This is an optimization exercise on Yosys and OpenROAD, whose aim is small area, not a production implementation.
Where RTL was checked, it was by simulation tests only, not by an equivalence proof against the original.

==> v21 <==
## Segway
module Segway(clk,RST_n,LED,INERT_SS_n,INERT_MOSI,
              INERT_SCLK,INERT_MISO,A2D_SS_n,A2D_MOSI,A2D_SCLK,
			  A2D_MISO,PWM_rev_rght,PWM_frwrd_rght,PWM_rev_lft,
			  PWM_frwrd_lft,piezo_n,piezo,INT,RX);
clock: 20.0 ns
lec_check: 0
cap_margin: 20
core_margin: 2
core_utilization: 40
cts_buf_list: sky130_fd_sc_hd__clkbuf_8
cts_cluster_diameter: 80
cts_cluster_size: 16
place_density: 0.6
slew_margin: 20
standard.sh (not shown) runs the stock make flow with config.mk's settings and CLKGATE_MAP_FILE= SYNTH_SCRIPT=/design/flow/synth_recipe.tcl, a recipe that flattens the netlist after the stock synthesis.
==> flow/flow/run.sh <==
#!/bin/bash
# The standard layout (the standard.sh, unchanged synthesis, floorplan,
# placement and routing), with clock tree synthesis told not to add dummy
# loads.  Each tool's output stays in the ORFS logs under orfs/logs.
set -euo pipefail
bash standard.sh \
  "CTS_ARGS=-sink_clustering_enable -repair_clock_nets -sink_clustering_size 16 -sink_clustering_max_diameter 80 -buf_list sky130_fd_sc_hd__clkbuf_8 -dont_use_dummy_load" \
  finish > standard.log 2>&1
==> inputs of v14, as changes to v21 <==
--- a/flow/design.v
+++ b/flow/design.v
@@ -8,34 +8,32 @@
     rst_n <= 1'b0;
   end else begin
     out1 <= 1'b1;
     rst_n <= out1;
   end
 endmodule
-module SPI_mstr16(clk, rst_n, wrt, MISO, SS_n, SCLK, busy, front, shft, bit_cnt, sclk_cnt, MISO_smpl, first_smpl);
+module SPI_mstr16(clk, rst_n, wrt, MISO, SS_n, SCLK, busy, front, shft, bit_cnt, MISO_smpl, first_smpl);
 input clk, rst_n, wrt, MISO;
 output SS_n;
 output SCLK;
 output busy;			 
 output front;			 
 output reg shft;		 
 output reg [3:0] bit_cnt;
-output [4:0] sclk_cnt;		 
 output reg MISO_smpl;
 output reg first_smpl;		 
 localparam IDLE = 2'd0, FRONT = 2'd1, GO = 2'd2, BACK = 2'd3;
 reg [1:0] state, nxt_state;
 reg [4:0] sclk_div;
 reg en_SCLK;
 wire [8:0] cnt_inc;
 wire cnt_co;
 rc_inc #(9) u_cinc(.a({bit_cnt, sclk_div}), .ci(1'b1), .s(cnt_inc), .co(cnt_co));
 wire sclk_all1 = &sclk_div;
 wire bit_all1 = &bit_cnt;
 assign SCLK = sclk_div[4];
-assign sclk_cnt = sclk_div;
 wire smpl = ~sclk_div[4] & (&sclk_div[3:0]);
 wire shft_nxt = sclk_all1;
 assign busy = (state != IDLE);
 assign SS_n = ~busy;
 assign front = (state == FRONT);
 always @(posedge clk, negedge rst_n)
@@ -101,13 +99,13 @@
 reg wrt, update;
 reg [1:0] rnd_cnt;
 reg [11:0] rd;		 
 reg batt11;		 
 wire done = ~busy;
 SPI_mstr16 SPI(.clk(clk), .rst_n(rst_n), .wrt(wrt), .MISO(MISO), .SS_n(a2d_SS_n), .SCLK(SCLK),
-		.busy(busy), .front(), .shft(shft), .bit_cnt(bit_cnt), .sclk_cnt(), .MISO_smpl(MISO_smpl), .first_smpl(first_smpl));
+		.busy(busy), .front(), .shft(shft), .bit_cnt(bit_cnt), .MISO_smpl(MISO_smpl), .first_smpl(first_smpl));
 wire [2:0] chnl = {rnd_cnt[0] | rnd_cnt[1], 1'b0, rnd_cnt[1]};
 reg cmd_bit;
 always @* begin
 	case(bit_cnt)
 	  4'd2: cmd_bit = chnl[2];
 	  4'd3: cmd_bit = chnl[1];
@@ -191,13 +189,13 @@
     bit_cnt <= bit_inc;
 always @(posedge clk)
   if (start)
     baud_cnt <= BAUD_HALF;
   else if (shift)
     baud_cnt <= BAUD_FULL;
-  else
+  else if (state)
     baud_cnt <= baud_step;
 reg exp_g, exp_s, dbit;
 always @* begin
   dbit = 1'b1;
   exp_g = 1'b0;
   exp_s = 1'b0;
@@ -220,13 +218,13 @@
   end else if (start) begin
     gm <= 1'b1;
     sm <= 1'b1;
   end else if (clr_rdy) begin
     gm <= 1'b0;
     sm <= 1'b0;
-  end else if (shift & dbit & state) begin
+  end else if (shift & dbit) begin
     gm <= gm & (rx_ff2 == exp_g);
     sm <= sm & (rx_ff2 == exp_s);
   end
 always_ff @(posedge clk or negedge rst_n)
   if (!rst_n)
     begin
@@ -333,88 +331,39 @@
 Piezo_Timer piezo_timer(.clk(clk), .rst_n(rst_n), .reset(~any & steer_en_clr_tmr), .cnt(cnt), .steer_en_tmr_full(steer_en_tmr_full));
 assign wave = 	(ovr_spd) ? (~cnt[12] & ~cnt[24]) :
 		(en_steer) ? (~cnt[14] & ~cnt[25] & ~cnt[26]) : 1'b0;
 assign piezo = (wave | (batt_low & ~cnt[15] & cnt[26] & ~cnt[25]));
 assign piezo_n = any & ~piezo;
 endmodule
-module inertial_integrator(clk, rst_n, vld, ld_cmp, cmp_en, sclk_cnt, bit_cnt, ptch_rt, AZ, ptch);
+module inertial_integrator(clk, rst_n, vld, ld_cmp, ptch_rt, AZ, ptch);
 input clk, rst_n, vld, ld_cmp;
-input cmp_en;			 
-input [4:0] sclk_cnt;		 
-input [3:0] bit_cnt;		 
 input [15:0] ptch_rt, AZ;
 output [15:0] ptch;
 reg [26:0] ptch_int;
 reg [16:0] inc;
 reg cmp;
 assign ptch = ptch_int[26:11];
 wire [26:0] ptch_int_nxt;
 wire pn_co;
 rc_add #(27) u_pn(.a(ptch_int), .b({{10{inc[16]}}, inc}), .ci(1'b0), .s(ptch_int_nxt), .co(pn_co));
-wire [15:0] p = ptch_int_nxt[26:11];
-reg [7:0] dl;			 
-reg oc;				 
-reg asgn;			 
-reg [2:0] sc;			 
-reg az_k, pb_k, off_k;
-always @* begin
-  az_k = asgn;
-  case (sclk_cnt)
-    5'd23: az_k = AZ[0];   5'd24: az_k = AZ[1];   5'd25: az_k = AZ[2];
-    5'd26: az_k = AZ[3];   5'd27: az_k = AZ[4];   5'd28: az_k = AZ[5];
-    5'd29: az_k = AZ[6];   5'd30: az_k = AZ[7];   5'd31: az_k = AZ[8];
-    5'd0:  az_k = AZ[9];   5'd1:  az_k = AZ[10];  5'd2:  az_k = AZ[11];
-    5'd3:  az_k = AZ[12];  5'd4:  az_k = AZ[13];  5'd5:  az_k = AZ[14];
-    5'd6:  az_k = AZ[15];
-    default: ;
-  endcase
-  off_k = (sclk_cnt == 5'd30) | (sclk_cnt == 5'd31);	 
-  pb_k = 1'b0;
-  case (sclk_cnt)
-    5'd4:  pb_k = ~p[0];   5'd5:  pb_k = ~p[1];   5'd6:  pb_k = ~p[2];
-    5'd7:  pb_k = ~p[3];   5'd8:  pb_k = ~p[4];   5'd9:  pb_k = ~p[5];
-    5'd10: pb_k = ~p[6];   5'd11: pb_k = ~p[7];   5'd12: pb_k = ~p[8];
-    5'd13: pb_k = ~p[9];   5'd14: pb_k = ~p[10];  5'd15: pb_k = ~p[11];
-    5'd16: pb_k = ~p[12];  5'd17: pb_k = ~p[13];  5'd18: pb_k = ~p[14];
-    5'd19: pb_k = ~p[15];  5'd20: pb_k = ~p[15];
-    default: ;
-  endcase
-end
-wire in_az = (sclk_cnt[4] & (sclk_cnt[3] | (sclk_cnt[2] & sclk_cnt[1] & sclk_cnt[0]))) |	 
-	     (~sclk_cnt[4] & ~sclk_cnt[3] & ~(sclk_cnt[2] & sclk_cnt[1] & sclk_cnt[0]));	 
-wire a_k = in_az ? (az_k ^ off_k ^ oc) : asgn;
-wire oc_n = (az_k & off_k) | (az_k & oc) | (off_k & oc);
-wire nak = ~a_k;
-wire f1s = dl[7] ^ dl[5] ^ dl[2];
-wire f1c = (dl[7] & dl[5]) | (dl[7] & dl[2]) | (dl[5] & dl[2]);
-wire f2s = nak ^ pb_k ^ sc[0];
-wire f2c = (nak & pb_k) | (nak & sc[0]) | (pb_k & sc[0]);
-wire x_k = f1s ^ f2s;			 
-wire h0c = f1s & f2s;
-wire f3s = f1c ^ f2c ^ h0c;
-wire f3c = (f1c & f2c) | (f1c & h0c) | (f2c & h0c);
-wire t1 = f3s ^ sc[1];
-wire h1c = f3s & sc[1];
-wire t2 = f3c ^ h1c ^ sc[2];
-wire t3 = (f3c & h1c) | (f3c & sc[2]) | (h1c & sc[2]);
-wire [2:0] sc_n = {t3, t2, t1};
-always @(posedge clk) begin
-  if (ld_cmp) begin
-    dl <= 8'h00;
-    oc <= 1'b0;
-    sc <= 3'd1;
-  end else begin
-    dl <= {dl[6:0], a_k};
-    oc <= oc_n;
-    sc <= sc_n;
-  end
-  if (sclk_cnt == 5'd6)
-    asgn <= a_k;
-  if (cmp_en & (bit_cnt == 4'd0) & (sclk_cnt == 5'd20))
-    cmp <= ~x_k;
-end
+wire [15:0] ptch_nxt = ptch_int_nxt[26:11];
+wire [15:0] A;
+wire a_co;
+rc_add #(16) u_a(.a(AZ), .b(16'h0180), .ci(1'b0), .s(A), .co(a_co));
+wire [25:0] As = {{10{A[15]}}, A};
+wire [25:0] t1, t2, P;
+wire t1_co, t2_co, p_co;
+rc_add #(26) u_t1(.a({As[22:0], 3'b000}), .b(~As), .ci(1'b1), .s(t1), .co(t1_co));	 
+rc_add #(26) u_t2(.a(t1), .b({As[19:0], 6'b000000}), .ci(1'b0), .s(t2), .co(t2_co));	 
+rc_add #(26) u_p(.a(t2), .b({As[17:0], 8'h00}), .ci(1'b0), .s(P), .co(p_co));		 
+wire [15:0] acc = {{3{P[25]}}, P[25:13]};
+wire ge;
+rc_carry #(16) u_ge(.a({~ptch_nxt[15], ptch_nxt[14:0]}), .b(~{~acc[15], acc[14:0]}), .ci(1'b1), .co(ge));
+always @(posedge clk)
+	if(ld_cmp)
+		cmp <= ~ge;
 wire [15:0] rtc;
 wire rtc_co;
 rc_add #(16) u_rtc(.a(ptch_rt), .b(16'hFC3E), .ci(1'b0), .s(rtc), .co(rtc_co));
 wire [16:0] inc_nxt;
 wire in_co;
 rc_add #(17) u_in(.a(~{rtc[15], rtc}), .b({{6{~cmp}}, 1'b1, 10'h000}), .ci(1'b1), .s(inc_nxt), .co(in_co));
@@ -442,17 +391,15 @@
 	     RD1 = 4'd5, RD2 = 4'd6, RD3 = 4'd7, RD4 = 4'd8;
   reg [3:0] state, nxt_state;
   wire done = ~busy & (state != INIT1);
   reg wrt;
   wire busy, front, shft, MISO_smpl, first_smpl;
   wire [3:0] bit_cnt;
-  wire [4:0] sclk_cnt;
   SPI_mstr16 iSPI(.clk(clk), .rst_n(rst_n), .wrt(wrt), .MISO(MISO), .SS_n(SS_n), .SCLK(SCLK),
-		  .busy(busy), .front(front), .shft(shft), .bit_cnt(bit_cnt), .sclk_cnt(sclk_cnt), .MISO_smpl(MISO_smpl), .first_smpl(first_smpl));
+		  .busy(busy), .front(front), .shft(shft), .bit_cnt(bit_cnt), .MISO_smpl(MISO_smpl), .first_smpl(first_smpl));
   inertial_integrator iINT(.clk(clk), .rst_n(rst_n), .vld(vld), .ld_cmp((state == RD3) & done),
-			   .cmp_en(state == RD4), .sclk_cnt(sclk_cnt), .bit_cnt(bit_cnt),
 			   .ptch_rt({ptchH, ptchL}), .AZ({rd, AZL}), .ptch(ptch));
   reg [15:0] cip;
   always @* begin
     case(state)
       INIT2: cip = 16'h0D02;
       INIT3: cip = 16'h1053;
==> inputs of v10, as changes to v21 <==
--- a/flow/design.v
+++ b/flow/design.v
@@ -270,41 +270,40 @@
 		else if(!rider_off) begin nxt_state = PWR2; pwr_up = 1'b1; end
 	  end
 	  default : ;
 	endcase
 end
 endmodule
-module PWM11(clk, rst_n, cnt, duty, PWM_sig);
+module PWM11(clk, rst_n, cnt, clr, PWM_sig);
 input clk, rst_n;
 input [10:0] cnt;
-input [10:0] duty;
+input clr;
 output reg PWM_sig;
-wire ge;
-rc_carry #(11) u_cmp(.a(cnt), .b(~duty), .ci(1'b1), .co(ge));
 always @(posedge clk, negedge rst_n)
   if(!rst_n)
     PWM_sig <= 1'b0;
-  else if(ge)
+  else if(clr)
     PWM_sig <= 1'b0;
   else if(~|cnt)
     PWM_sig <= 1'b1;
 endmodule
-module mtr_drv(clk, rst_n, cnt, lft_spd, rght_spd, lft_rev, rght_rev, PWM_rev_lft, PWM_rev_rght, PWM_frwrd_lft, PWM_frwrd_rght);
+module mtr_drv(clk, rst_n, cnt, pwr_up, lft_ge, rght_ge, lft_rev, rght_rev, PWM_rev_lft, PWM_rev_rght, PWM_frwrd_lft, PWM_frwrd_rght);
 input clk, rst_n;
 input [10:0] cnt;
-input [10:0] lft_spd, rght_spd;
+input pwr_up;			 
+input lft_ge, rght_ge;		 
 input lft_rev, rght_rev;
 output PWM_rev_lft, PWM_rev_rght;
 output PWM_frwrd_lft, PWM_frwrd_rght;
 wire lft_pwm_sig, rght_pwm_sig;
 assign PWM_rev_lft = lft_rev & lft_pwm_sig;
 assign PWM_frwrd_lft = ~lft_rev & lft_pwm_sig;
 assign PWM_rev_rght = rght_rev & rght_pwm_sig;
 assign PWM_frwrd_rght = ~rght_rev & rght_pwm_sig;
-PWM11 l_pwm(.clk(clk), .rst_n(rst_n), .cnt(cnt), .duty(lft_spd), .PWM_sig(lft_pwm_sig)),
-      r_pwm(.clk(clk), .rst_n(rst_n), .cnt(cnt), .duty(rght_spd), .PWM_sig(rght_pwm_sig));
+PWM11 l_pwm(.clk(clk), .rst_n(rst_n), .cnt(cnt), .clr(~pwr_up | lft_ge), .PWM_sig(lft_pwm_sig)),
+      r_pwm(.clk(clk), .rst_n(rst_n), .cnt(cnt), .clr(~pwr_up | rght_ge), .PWM_sig(rght_pwm_sig));
 endmodule
 module Piezo_Timer(clk, rst_n, reset, steer_en_tmr_full, cnt);
 input clk, rst_n, reset;
 output steer_en_tmr_full;
 output reg [26:0] cnt;
 wire [26:0] nxt;
@@ -503,23 +502,24 @@
       ptchH <= rd;
   always_ff@(posedge clk)
     if((state == RD2) & done)
       AZL <= rd;
 endmodule
 module balance_cntrl(clk, rst_n, vld, pwr_up, ptch, ld_cell_diff, rider_off, en_steer,
-		     lft_spd, lft_rev, rght_spd, rght_rev, too_fast);
+		     cnt_nxt, lft_ge, lft_rev, rght_ge, rght_rev, too_fast);
   input clk, rst_n;
   input vld;
   input pwr_up;
   input [15:0] ptch;
   input [11:0] ld_cell_diff;
   input rider_off;
   input en_steer;
-  output [10:0] lft_spd;
+  input [10:0] cnt_nxt;		 
+  output lft_ge;		 
   output lft_rev;
-  output [10:0] rght_spd;
+  output rght_ge;
   output rght_rev;
   output too_fast;
   reg [17:0] full_integrator;
   reg [9:0] prev_ptch_err, intermediate;
   wire [9:0] e = ptch[15] ? (&ptch[14:9] ? ptch[9:0] : 10'h200) :
 			     (|ptch[14:9] ? 10'h1FF : ptch[9:0]);
@@ -555,35 +555,39 @@
   wire nz = |dif[2:0];
   wire neg = dif[11] & (|dif[10:0]);
   wire [14:0] st_l = en_steer ? (neg ? D8 : ~D8) : 15'h0;
   wire [14:0] st_r = en_steer ? (neg ? ~D8 : D8) : 15'h0;
   wire ci_l = en_steer & (neg ? nz : 1'b1);
   wire ci_r = en_steer & neg & ~nz;
+  wire [14:0] tl, tr;
+  wire tl_co, tr_co;
+  rc_add #(15) u_tl(.a(pid), .b(st_l), .ci(ci_l), .s(tl), .co(tl_co));
+  rc_add #(15) u_tr(.a(pid), .b(st_r), .ci(ci_r), .s(tr), .co(tr_co));
   wire [10:0] lspd_n, rspd_n;
   wire lrev_n, rrev_n;
-  torque_shape u_l(.pid(pid), .x(st_l), .ci(ci_l), .spd(lspd_n), .rev(lrev_n));
-  torque_shape u_r(.pid(pid), .x(st_r), .ci(ci_r), .spd(rspd_n), .rev(rrev_n));
-  reg [10:0] lspd_f, rspd_f;
-  reg lft_rev_f, rght_rev_f;
+  torque_shape u_l(.t(tl), .spd(lspd_n), .rev(lrev_n));
+  torque_shape u_r(.t(tr), .spd(rspd_n), .rev(rrev_n));
+  wire lge_n, rge_n;
+  rc_carry #(11) u_lge(.a(cnt_nxt), .b(~lspd_n), .ci(1'b1), .co(lge_n));
+  rc_carry #(11) u_rge(.a(cnt_nxt), .b(~rspd_n), .ci(1'b1), .co(rge_n));
+  wire tf_n = (lspd_n[10] & lspd_n[9] & (|lspd_n[8:0])) | (rspd_n[10] & rspd_n[9] & (|rspd_n[8:0]));
+  reg lft_ge_f, rght_ge_f, lft_rev_f, rght_rev_f, tf_f;
   always_ff@(posedge clk) begin
+		lft_ge_f <= lge_n;
+		rght_ge_f <= rge_n;
 		lft_rev_f <= lrev_n;
-		lspd_f <= lspd_n;
 		rght_rev_f <= rrev_n;
-		rspd_f <= rspd_n;
+		tf_f <= tf_n;
   end
+  assign lft_ge = lft_ge_f;
+  assign rght_ge = rght_ge_f;
   assign lft_rev = lft_rev_f;
   assign rght_rev = rght_rev_f;
-  assign lft_spd = pwr_up ? lspd_f : 11'h0;
-  assign rght_spd = pwr_up ? rspd_f : 11'h0;
-  assign too_fast = pwr_up & ((lspd_f[10] & lspd_f[9] & (|lspd_f[8:0])) |
-			      (rspd_f[10] & rspd_f[9] & (|rspd_f[8:0])));
-endmodule
-module torque_shape(input [14:0] pid, input [14:0] x, input ci, output [10:0] spd, output rev);
-  wire [14:0] t;
-  wire t_co;
-  rc_add #(15) u_t(.a(pid), .b(x), .ci(ci), .s(t), .co(t_co));
+  assign too_fast = pwr_up & tf_f;
+endmodule
+module torque_shape(input [14:0] t, output [10:0] spd, output rev);
   assign rev = t[14];
   wire [13:0] oc = t[13:0] ^ {14{t[14]}};	 
   wire big = (|oc[13:7]) | (oc[6] & (oc[5] | oc[4] | oc[3] | (oc[2] & (oc[1] | (rev & oc[0])))));
   wire [10:0] adj;
   wire adj_co;
   rc_add #(11) u_adj(.a(oc[10:0]), .b(11'd980), .ci(rev), .s(adj), .co(adj_co));
@@ -765,37 +769,37 @@
   wire rst_n;
   wire [11:0] lft_ld, rght_ld;
   wire batt_low;
   wire pwr_up;
   wire [15:0] ptch;
   wire vld;
-  wire [10:0] lft_spd, rght_spd;
   wire lft_rev, rght_rev, too_fast;
   wire rider_off, en_steer;
   wire [11:0] load_cell_diff;
   wire steer_en_tmr_full, steer_en_clr_tmr;
-  wire [15:0] tmr16;
+  wire [15:0] tmr16, tmr16_nxt;
+  wire lft_ge, rght_ge;
   wire init_go;
   assign LED = ptch[15:8];
-  free_tmr iTMR(.clk(clk), .rst_n(rst_n), .cnt(tmr16), .full(init_go));
+  free_tmr iTMR(.clk(clk), .rst_n(rst_n), .cnt(tmr16), .nxt(tmr16_nxt), .full(init_go));
   A2D_intf a2d_intf_DUT(.clk(clk), .rst_n(rst_n), .nxt(vld), .MISO(A2D_MISO),
 			.lft_ld(lft_ld), .rght_ld(rght_ld), .batt_low(batt_low),
 			.a2d_SS_n(A2D_SS_n), .SCLK(A2D_SCLK), .MOSI(A2D_MOSI));
   Auth_blk auth_blk_DUT(.clk(clk), .rst_n(rst_n), .RX(RX), .rider_off(rider_off), .pwr_up(pwr_up));
-  mtr_drv mtr_drv_DUT(.clk(clk), .rst_n(rst_n), .cnt(tmr16[10:0]),
-			.lft_spd(lft_spd), .rght_spd(rght_spd), .lft_rev(lft_rev), .rght_rev(rght_rev),
+  mtr_drv mtr_drv_DUT(.clk(clk), .rst_n(rst_n), .cnt(tmr16[10:0]), .pwr_up(pwr_up),
+			.lft_ge(lft_ge), .rght_ge(rght_ge), .lft_rev(lft_rev), .rght_rev(rght_rev),
 			.PWM_rev_lft(PWM_rev_lft), .PWM_rev_rght(PWM_rev_rght),
 			.PWM_frwrd_lft(PWM_frwrd_lft), .PWM_frwrd_rght(PWM_frwrd_rght));
   piezo piezo_DUT(.clk(clk), .rst_n(rst_n), .en_steer(en_steer), .ovr_spd(too_fast),
 			.batt_low(batt_low), .steer_en_clr_tmr(steer_en_clr_tmr),
 			.piezo(piezo), .piezo_n(piezo_n), .steer_en_tmr_full(steer_en_tmr_full));
   inert_intf inert_intf_DUT(.clk(clk), .rst_n(rst_n), .INT(INT), .MISO(INERT_MISO), .init_go(init_go),
 				.vld(vld), .ptch(ptch), .SS_n(INERT_SS_n), .SCLK(INERT_SCLK), .MOSI(INERT_MOSI));
   balance_cntrl balance_ctrl_DUT(.clk(clk), .rst_n(rst_n), .pwr_up(pwr_up), .vld(vld), .ptch(ptch),
 				.ld_cell_diff(load_cell_diff), .rider_off(rider_off), .en_steer(en_steer),
-				.lft_spd(lft_spd), .lft_rev(lft_rev), .rght_spd(rght_spd), .rght_rev(rght_rev),
+				.cnt_nxt(tmr16_nxt[10:0]), .lft_ge(lft_ge), .lft_rev(lft_rev), .rght_ge(rght_ge), .rght_rev(rght_rev),
 				.too_fast(too_fast));
   steer_en_SM steer_en_DUT(.clk(clk), .rst_n(rst_n), .lft_load(lft_ld), .rght_load(rght_ld),
 				.tmr_full(steer_en_tmr_full), .en_steer(en_steer), .rider_off(rider_off),
 				.load_cell_diff(load_cell_diff), .clr_tmr(steer_en_clr_tmr));
   rst_synch iRST(.clk(clk), .RST_n(RST_n), .rst_n(rst_n));
 endmodule
@@ -826,13 +830,12 @@
   generate for (i = 0; i < W; i = i + 1) begin : g
     assign s[i] = a[i] ^ c[i];
     assign c[i+1] = a[i] & c[i];
   end endgenerate
   assign co = c[W];
 endmodule
-module free_tmr(input clk, input rst_n, output reg [15:0] cnt, output full);
-  wire [15:0] nxt;
+module free_tmr(input clk, input rst_n, output reg [15:0] cnt, output [15:0] nxt, output full);
   rc_inc #(16) u_inc(.a(cnt), .ci(1'b1), .s(nxt), .co(full));
   always @(posedge clk, negedge rst_n)
     if (!rst_n) cnt <= 16'h0;
     else cnt <= nxt;
 endmodule
==> impl_results.html <==
<table>
<tr><th>Metric</th><th>Value</th></tr>
<tr><th colspan="2">Run status</th></tr>
<tr><td>Status</td><td>no timing/DRC/antenna violations</td></tr>
<tr><th colspan="2">Finish</th></tr>
<tr><td>Final Util</td><td>43.4%</td></tr>
<tr><td>Relative area of non-clock buffer cells in the final design</td><td>2.95%</td></tr>
<tr><th colspan="2">Placed design</th></tr>
<tr><td>Placer congestion estimate</td><td>0.858</td></tr>
<tr><td>Cell area after placement</td><td>0.0201 sq mm</td></tr>
<tr><td>Pre-CTS setup slack</td><td>-0.257 ns</td></tr>
<tr><th colspan="2">Logic synthesis</th></tr>
<tr><td>Largest cells by area after synthesis</td><td>sky130_fd_sc_hd__dfrtp_1 (20%), sky130_fd_sc_hd__fa_1 (16%), sky130_fd_sc_hd__ha_1 (11%)</td></tr>
<tr><td>Simple-Gate Fraction of Synth Area</td><td>10.9%</td></tr>
<tr><th colspan="2">Drt</th></tr>
<tr><td>Wire length on met2</td><td>18100 um</td></tr>
<tr><th colspan="2">GRT</th></tr>
<tr><td>Global routing met2 resource utilization</td><td>26.9%</td></tr>
<tr><td>Global-route track usage on met3</td><td>2.00%</td></tr>
<tr><td>Maximum number of pins on one net before global-route repair</td><td>84</td></tr>
<tr><th colspan="2">Critical path</th></tr>
<tr><td>CP max FO</td><td>13</td></tr>
<tr><td>Highest cell delay on the worst timing path</td><td>0.45 ns</td></tr>
</table>
[end of results for v10]
==> impl_results.html <==
<table>
<tr><th>Metric</th><th>Value</th></tr>
<tr><th colspan="2">Die</th></tr>
<tr><td>Placeable core region</td><td>0.0477 sq mm</td></tr>
<tr><th colspan="2">Placed design</th></tr>
<tr><td>Placer congestion estimate</td><td>0.847</td></tr>
<tr><td>Pre-CTS setup slack</td><td>-0.0676 ns</td></tr>
<tr><th colspan="2">Timing</th></tr>
<tr><td>Worst Tran Pin Value</td><td>0.964 ns</td></tr>
<tr><th colspan="2">Logic synthesis</th></tr>
<tr><td>Largest cells by area after synthesis</td><td>sky130_fd_sc_hd__dfrtp_1 (20%), sky130_fd_sc_hd__fa_1 (16%), sky130_fd_sc_hd__ha_1 (11%)</td></tr>
<tr><td>Simple-Gate Fraction of Synth Area</td><td>10.9%</td></tr>
<tr><th colspan="2">GRT</th></tr>
<tr><td>Global routing met2 resource utilization</td><td>26.0%</td></tr>
<tr><td>Global-route track usage on met3</td><td>1.76%</td></tr>
<tr><th colspan="2">Run status</th></tr>
<tr><td>Status</td><td>no timing/DRC/antenna violations</td></tr>
<tr><th colspan="2">Finish</th></tr>
<tr><td>Final Util</td><td>43.6%</td></tr>
<tr><td>Relative area of non-clock buffer cells in the final design</td><td>2.59%</td></tr>
<tr><th colspan="2">Drt</th></tr>
<tr><td>Wire length on met2</td><td>17900 um</td></tr>
<tr><th colspan="2">Critical path</th></tr>
<tr><td>CP max FO</td><td>7</td></tr>
</table>
[end of results for v21]
==> impl_results.html <==
<table>
<tr><th>Metric</th><th>Value</th></tr>
<tr><th colspan="2">Drt</th></tr>
<tr><td>Wire length on met2</td><td>18200 um</td></tr>
<tr><th colspan="2">GRT</th></tr>
<tr><td>Global-route track usage on met3</td><td>1.81%</td></tr>
<tr><td>Maximum number of pins on one net before global-route repair</td><td>97</td></tr>
<tr><th colspan="2">Finish</th></tr>
<tr><td>Final Util</td><td>43.1%</td></tr>
<tr><td>Relative area of non-clock buffer cells in the final design</td><td>2.05%</td></tr>
<tr><th colspan="2">Placed design</th></tr>
<tr><td>Cell area after placement</td><td>0.0210 sq mm</td></tr>
<tr><td>Placer congestion estimate</td><td>0.872</td></tr>
<tr><td>Pre-CTS setup slack</td><td>0.293 ns</td></tr>
<tr><th colspan="2">Logic synthesis</th></tr>
<tr><td>Simple-Gate Fraction of Synth Area</td><td>11.3%</td></tr>
<tr><td>Largest cells by area after synthesis</td><td>sky130_fd_sc_hd__fa_1 (19%), sky130_fd_sc_hd__dfrtp_1 (19%), sky130_fd_sc_hd__ha_1 (11%)</td></tr>
<tr><th colspan="2">Critical path</th></tr>
<tr><td>CP max FO</td><td>17</td></tr>
<tr><th colspan="2">Run status</th></tr>
<tr><td>Status</td><td>no timing/DRC/antenna violations</td></tr>
</table>
[end of results for v14]
The RTL of v10 was laid out without a check of its function.

-- afterwards: timing with drivers on the ports --
The results above use ideal ports. As a check the final layouts listed here were re-extracted and re-timed, cells and wires unchanged. Step 1, drivers: a clkbuf_16 drives clk and a buf_2 each remaining input, both assumed. Step 2 also shifts input and output timing later by t, the mid clock arrival at the registers, as if the neighbouring blocks saw the same clock. a / b / c = ideal ports / drivers / drivers and shift; a / b = the first two.
| run | t (ns) | setup slack, ns | hold WS [ns] | pins driven straight from the clock port |
|---|---|---|---|---|
| v21 | 0.619 | 0.763 / 0.763 / 0.763 | 0.224 / 0.224 / 0.224 | 1 |
| v14 | 0.624 | 0.794 / 0.794 / 0.794 | 0.140 / 0.140 / 0.140 | 1 |
| v10 | 0.614 | 0.856 / 0.856 / 0.856 | 0.215 / 0.215 / 0.215 | 1 |
After both steps setup and hold are still met in every run listed.
